Background: an optimization exercise with open tools, aiming at small area. Do not read the settings as production practice. Power figures rest on the tool's default switching activity, not on a simulated workload.

==> flow/design.v <==
module apb_spi_master (
    input  wire        pclk_i,
    input  wire        rst_n_i,
    input  wire        psel_i,
    input  wire        penable_i,
    input  wire [ 3:0] paddr_i,
    input  wire        pwrite_i,
    input  wire [31:0] pwdata_i,
    output reg  [31:0] prdata_o,
    output wire        pready_o,
    output reg         spi_clk_o,
    output reg         spi_sdo_o,
    output wire        spi_cs_n_o,
    input  wire        spi_sdi_i
);
    always @(posedge pclk_i) begin
        if (fall) rx_wait <= 1'b0;
        else if (rx_done) rx_wait <= 1'b1;
    end
    localparam [2:0] S_IDLE = 3'd0, S_CMD = 3'd1, S_ADDR = 3'd2, S_DUMMY = 3'd3,
                     S_TX = 3'd4, S_RX = 3'd5, S_EOT = 3'd6;
    reg  [ 2:0] state;
    reg  [31:0] reg_cmd;
    reg  [31:0] reg_addr;
    reg  [31:0] reg_len;
    reg  [31:0] reg_wdata;
    reg  [31:0] reg_rdata;
    reg  [15:0] ctrl_div;    
    reg  [13:0] ctrl_mid;    
    reg         ctrl_rx;     
    reg         ctrl_tx;     
    reg         req_rd;      
    reg         req_wr;      
    reg         cmd_b;       
    reg  [ 3:0] req_addr;
    reg  [ 7:0] req_len;
    reg  [15:0] req_wdata;
    reg         tx_busy;
    reg  [15:0] tx_cnt;
    reg         rx_busy;
    reg  [ 7:0] rx_len;
    reg  [15:0] rx_cnt;
    reg  [31:0] rx_data;
    reg         rx_wait;
    reg  [15:0] clk_cnt;
    reg         clk_q;
    wire        st_idle  = state == S_IDLE;
    wire        st_cmd   = state == S_CMD;
    wire        st_addr  = state == S_ADDR;
    wire        st_dummy = state == S_DUMMY;
    wire        st_tx    = state == S_TX;
    wire        st_rx    = state == S_RX;
    wire        st_eot   = state == S_EOT;
    wire        active   = !(st_idle || st_eot);
    wire        tx_phase = st_cmd || st_addr || st_tx;
    assign pready_o   = 1'b1;
    assign spi_cs_n_o = !active;
    function [15:0] inc16;
        input [15:0] x;
        integer i;
        reg c;
        begin
            c = 1'b1;
            for (i = 0; i < 16; i = i + 1) begin
                inc16[i] = x[i] ^ c;
                c = c & x[i];
            end
        end
    endfunction
    wire [15:0] clk_cnt_next = inc16(clk_cnt);
    wire        clk_full     = clk_cnt_next == ctrl_div;
    wire        rise         = clk_q & ~spi_clk_o;
    wire        fall         = ~clk_q & spi_clk_o;
    always @(posedge pclk_i) begin
        clk_cnt <= (clk_full || !active) ? 16'd0 : clk_cnt_next;
    end
    always @(posedge pclk_i or negedge rst_n_i) begin
        if (!rst_n_i) begin
            clk_q     <= 1'b0;
            spi_clk_o <= 1'b0;
        end else begin
            clk_q     <= active && (clk_q ^ clk_full);
            spi_clk_o <= clk_q;
        end
    end
    wire [15:0] tx_cnt_next = inc16(tx_cnt);
    wire [15:0] tx_len      = st_tx ? {8'd0, req_len} : 16'd4;
    wire        tx_done     = fall && (tx_cnt_next == tx_len);
    wire        tx_start    = tx_phase && !tx_busy;
    wire        tx_word     = tx_cnt[4:0] == 5'b11111;
    wire        tx_shift    = fall && tx_busy && (!tx_done || tx_word);
    wire        dummy_two   = tx_cnt[2] && tx_cnt[0];   
    wire        dummy_step  = st_dummy && fall && !dummy_two;
    wire [ 4:0] bit_idx     = tx_start ? 5'd0 : tx_cnt_next[4:0];
    reg         bit_val;
    always @(*) begin
        case (state)
            S_CMD:   bit_val = !bit_idx[0] || (bit_idx[1] && cmd_b);
            S_ADDR:  bit_val = req_addr[~bit_idx[1:0]];
            default: bit_val = !bit_idx[4] && req_wdata[~bit_idx[3:0]];
        endcase
    end
    always @(posedge pclk_i) begin
        if (tx_start) tx_cnt <= 16'd0;
        else if ((tx_busy && fall && !tx_done) || dummy_step) tx_cnt <= tx_cnt_next;
    end
    always @(posedge pclk_i or negedge rst_n_i) begin
        if (!rst_n_i) begin
            tx_busy   <= 1'b0;
            spi_sdo_o <= 1'b0;
        end else begin
            tx_busy <= tx_start || (tx_busy && !tx_done);
            if (tx_start || tx_shift) spi_sdo_o <= bit_val;
        end
    end
    wire [15:0] rx_cnt_next = inc16(rx_cnt);
    wire        rx_done     = rise && (rx_cnt_next == {8'd0, rx_len});
    wire        rx_word     = rise && (rx_cnt == 16'd31);
    wire        rx_start    = !rx_busy && st_rx && ctrl_rx;
    wire        rx_stop     = (rx_busy && rx_word && !ctrl_rx) || rx_done;
    always @(posedge pclk_i or negedge rst_n_i) begin
        if (!rst_n_i) begin
            rx_busy   <= 1'b0;
            rx_len    <= 8'd0;
            rx_cnt    <= 16'd0;
            rx_data   <= 32'd0;
            reg_rdata <= 32'd0;
        end else begin
            if (rx_start) rx_busy <= 1'b1;
            else if (rx_stop) rx_busy <= 1'b0;
            if (st_rx) rx_len <= req_len;
            if (rx_start) rx_cnt <= 16'd0;
            else if (rx_busy && rise) rx_cnt <= rx_cnt_next;
            if (rx_busy && rise) rx_data <= {rx_data[30:0], spi_sdi_i};
            if (!rx_busy) reg_rdata <= rx_data;
        end
    end
    always @(posedge pclk_i) begin
        if (fall) rx_wait <= 1'b0;
        else if (rx_done) rx_wait <= 1'b1;
    end
    wire go_cmd = st_idle && ctrl_tx && (req_rd || req_wr);
    always @(posedge pclk_i or negedge rst_n_i) begin
        if (!rst_n_i) begin
            state     <= S_IDLE;
            req_rd    <= 1'b0;
            req_wr    <= 1'b0;
        end else begin
            case (state)
                S_IDLE:  if (go_cmd) state <= S_CMD;
                S_CMD:   if (tx_done) state <= S_ADDR;
                S_ADDR:  if (tx_done) state <= S_DUMMY;
                S_DUMMY: if (dummy_two) begin
                    if (req_rd) state <= S_RX;
                    else if (req_wr) state <= S_TX;
                end
                S_TX:    if (tx_done) state <= S_EOT;
                S_RX:    if (rx_wait && fall) state <= S_EOT;
                default: state <= S_IDLE;
            endcase
            if (st_eot) begin
                req_rd <= 1'b0;
                req_wr <= 1'b0;
            end else if (st_idle && ctrl_tx) begin
                req_rd    <= reg_cmd[3:0] == 4'hA;
                req_wr    <= reg_cmd[3:0] == 4'hB;
            end
        end
    end
    always @(posedge pclk_i) begin
        if (st_idle) cmd_b <= req_wr;
        if (st_idle && ctrl_tx) begin
            req_addr  <= reg_addr[3:0];
            req_len   <= reg_len[7:0];
            req_wdata <= reg_wdata[15:0];
        end
    end
    wire wr_en   = psel_i && penable_i && pwrite_i;
    wire wr_low  = wr_en && (paddr_i[3:2] == 2'b00);
    wire wr_ctrl = wr_en && (paddr_i == 4'd5);
    always @(posedge pclk_i or negedge rst_n_i) begin
        if (!rst_n_i) begin
            reg_cmd   <= 32'd0;
            reg_addr  <= 32'd0;
            reg_len   <= 32'd0;
            reg_wdata <= 32'd0;
            ctrl_div  <= 16'd0;
            ctrl_mid  <= 14'd0;
            ctrl_rx   <= 1'b0;
            ctrl_tx   <= 1'b0;
        end else begin
            if (wr_en && paddr_i == 4'd0) reg_cmd <= pwdata_i;
            if (wr_en && paddr_i == 4'd1) reg_addr <= pwdata_i;
            if (wr_en && paddr_i == 4'd2) reg_len <= pwdata_i;
            if (wr_en && paddr_i == 4'd3) reg_wdata <= pwdata_i;
            if (wr_ctrl) begin
                ctrl_div <= (pwdata_i[31:16] < 16'd4) ? 16'd4 : pwdata_i[31:16];
                ctrl_mid <= pwdata_i[15:2];
                ctrl_rx  <= pwdata_i[1];
                ctrl_tx  <= pwdata_i[0];
            end else if (!wr_low) begin
                ctrl_mid <= 14'd0;
                ctrl_rx  <= ctrl_rx && !st_eot;
                ctrl_tx  <= ctrl_tx && !st_eot;
            end
        end
    end
    always @(posedge pclk_i or negedge rst_n_i) begin
        if (!rst_n_i) begin
            prdata_o <= 32'd0;
        end else if (psel_i && !pwrite_i) begin
            case (paddr_i)
                4'd0:    prdata_o <= reg_cmd;
                4'd1:    prdata_o <= reg_addr;
                4'd2:    prdata_o <= reg_len;
                4'd3:    prdata_o <= reg_wdata;
                4'd4:    prdata_o <= reg_rdata;
                4'd5:    prdata_o <= {ctrl_div, ctrl_mid, ctrl_rx, ctrl_tx};
                default: prdata_o <= 32'd0;
            endcase
        end
    end
endmodule
clock: 5.0 ns
lec_check: 0
cap_margin: 20
core_margin: 2
core_utilization: 40
cts_buf_list: sky130_fd_sc_hd__clkbuf_2 sky130_fd_sc_hd__clkbuf_4 sky130_fd_sc_hd__clkbuf_8
cts_cluster_diameter: 60
cts_cluster_size: 20
slew_margin: 20
run.sh (not shown) runs the stock make flow with config.mk's settings and CLKGATE_MAP_FILE= SYNTH_SCRIPT=/design/flow/synth_recipe.tcl, a recipe that flattens the netlist after the stock synthesis.
The starting point completed with no timing, DRC or antenna violations.
Change:
==> flow/flow/run.sh (new file) <==
#!/bin/bash
# Standard layout, with the port buffers made of the smallest buffer cell
# (the default picks a much larger delay cell) and a clock tree without
# dummy balancing loads.
set -euo pipefail
export BUFFER_PORTS_ARGS="-buffer_cell sky130_fd_sc_hd__buf_1"
export CTS_ARGS="-sink_clustering_enable -repair_clock_nets -sink_clustering_size 20 -sink_clustering_max_diameter 60 -buf_list {sky130_fd_sc_hd__clkbuf_2 sky130_fd_sc_hd__clkbuf_4 sky130_fd_sc_hd__clkbuf_8} -dont_use_dummy_load"
bash standard.sh > standard_flow.log 2>&1
==> flow/standard.sh (new file) <==
#!/bin/bash
# synth_recipe.tcl (not shown) runs the flow's synth.tcl, then flattens the netlist and writes it again
# the make line also repeats each setting of config.mk as NAME=value (left out here)
make -C /OpenROAD-flow-scripts/flow DESIGN_CONFIG=/design/flow/config.mk WORK_HOME=/design/flow/orfs CLKGATE_MAP_FILE= SYNTH_SCRIPT=/design/flow/synth_recipe.tcl "${@:-finish}"
removed: flow/run.sh
Result: Non-clock buffer count does not change; count of clock-buffer cells in the layout is lower by 7; global-route usage went down by 0.48 points; via count came out lower by 1.2%; cell count drops by 1.5%; die area is unchanged; combinational power came out lower by about 4%.
Change:
==> flow/run.sh (new file) <==
#!/bin/bash
# synth_recipe.tcl (not shown) runs the flow's synth.tcl, then flattens the netlist and writes it again
# the make line also repeats each setting of config.mk as NAME=value (left out here)
make -C /OpenROAD-flow-scripts/flow DESIGN_CONFIG=/design/flow/config.mk WORK_HOME=/design/flow/orfs CLKGATE_MAP_FILE= SYNTH_SCRIPT=/design/flow/synth_recipe.tcl finish
--- a/flow/config.mk
+++ b/flow/config.mk
@@ -11,3 +10,0 @@
-export CTS_BUF_LIST = sky130_fd_sc_hd__clkbuf_2 sky130_fd_sc_hd__clkbuf_4 sky130_fd_sc_hd__clkbuf_8
-export CTS_CLUSTER_DIAMETER = 60
-export CTS_CLUSTER_SIZE = 20
removed: flow/flow/run.sh
removed: flow/standard.sh
After rerunning:
- via count climbs by 1.1%
- final cell count goes up by 2.3%
- sequential cell count is unchanged
- die area stays the same
- clock skew drops by 0.081 ns
- clock-buffer cell count went up by 33
Change:
==> flow/flow/run.sh (new file) <==
#!/bin/bash
# Standard layout, with the port buffers made of the smallest buffer cell
# (the default picks a much larger delay cell).
set -euo pipefail
export BUFFER_PORTS_ARGS="-buffer_cell sky130_fd_sc_hd__buf_1"
bash standard.sh > standard_flow.log 2>&1
==> flow/standard.sh (new file) <==
#!/bin/bash
# synth_recipe.tcl (not shown) runs the flow's synth.tcl, then flattens the netlist and writes it again
# the make line also repeats each setting of config.mk as NAME=value (left out here)
make -C /OpenROAD-flow-scripts/flow DESIGN_CONFIG=/design/flow/config.mk WORK_HOME=/design/flow/orfs CLKGATE_MAP_FILE= SYNTH_SCRIPT=/design/flow/synth_recipe.tcl "${@:-finish}"
--- a/flow/config.mk
+++ b/flow/config.mk
@@ -10,0 +11,3 @@
+export CTS_BUF_LIST = sky130_fd_sc_hd__clkbuf_2 sky130_fd_sc_hd__clkbuf_4 sky130_fd_sc_hd__clkbuf_8
+export CTS_CLUSTER_DIAMETER = 60
+export CTS_CLUSTER_SIZE = 20
removed: flow/run.sh
Outcome:
- worst setup slack gets better by 0.072 ns
- cell area decreases by 6.3%
- register-to-register slack gains 0.07 ns
- die area stays the same
Function was not checked in any run of this note: the RTL went through the layout flow alone.

[static timing again, ports no longer ideal]
Ports are ideal in the flow. The routed layouts listed here were re-timed in OpenROAD.
Step 1 (the two cells are an assumption about what drives the block):
set clk [get_ports {pclk_i}]
set_driving_cell -lib_cell sky130_fd_sc_hd__clkbuf_16 $clk
set_driving_cell -lib_cell sky130_fd_sc_hd__buf_2 [delete_from_list [all_inputs] $clk]
Step 2 moves the port delays by t, midway between the first and last clock arrival at a register: inputs arrive t later, outputs are due t later. That takes back most of the time a late clock gives input paths.
Slacks: ideal / step 1 / step 2; pairs: ideal / step 1.
run	t, ns	slack for setup (ns)	hold slack, ns	worst setup path after step 2	pins driven straight from the clock port
the first run	0.680	0.370 / 0.370 / 0.370	0.309 / 0.311 / 0.459	register to register	1
the second run	0.631	0.414 / 0.414 / 0.414	0.300 / 0.289 / 0.431	register to register	1
the third run	0.572	0.350 / 0.350 / 0.350	0.437 / 0.435 / 0.453	register to register	1
the fourth run	0.660	0.422 / 0.422 / 0.422	0.251 / 0.241 / 0.462	register to register	1
After both steps setup and hold are still met in every run listed.
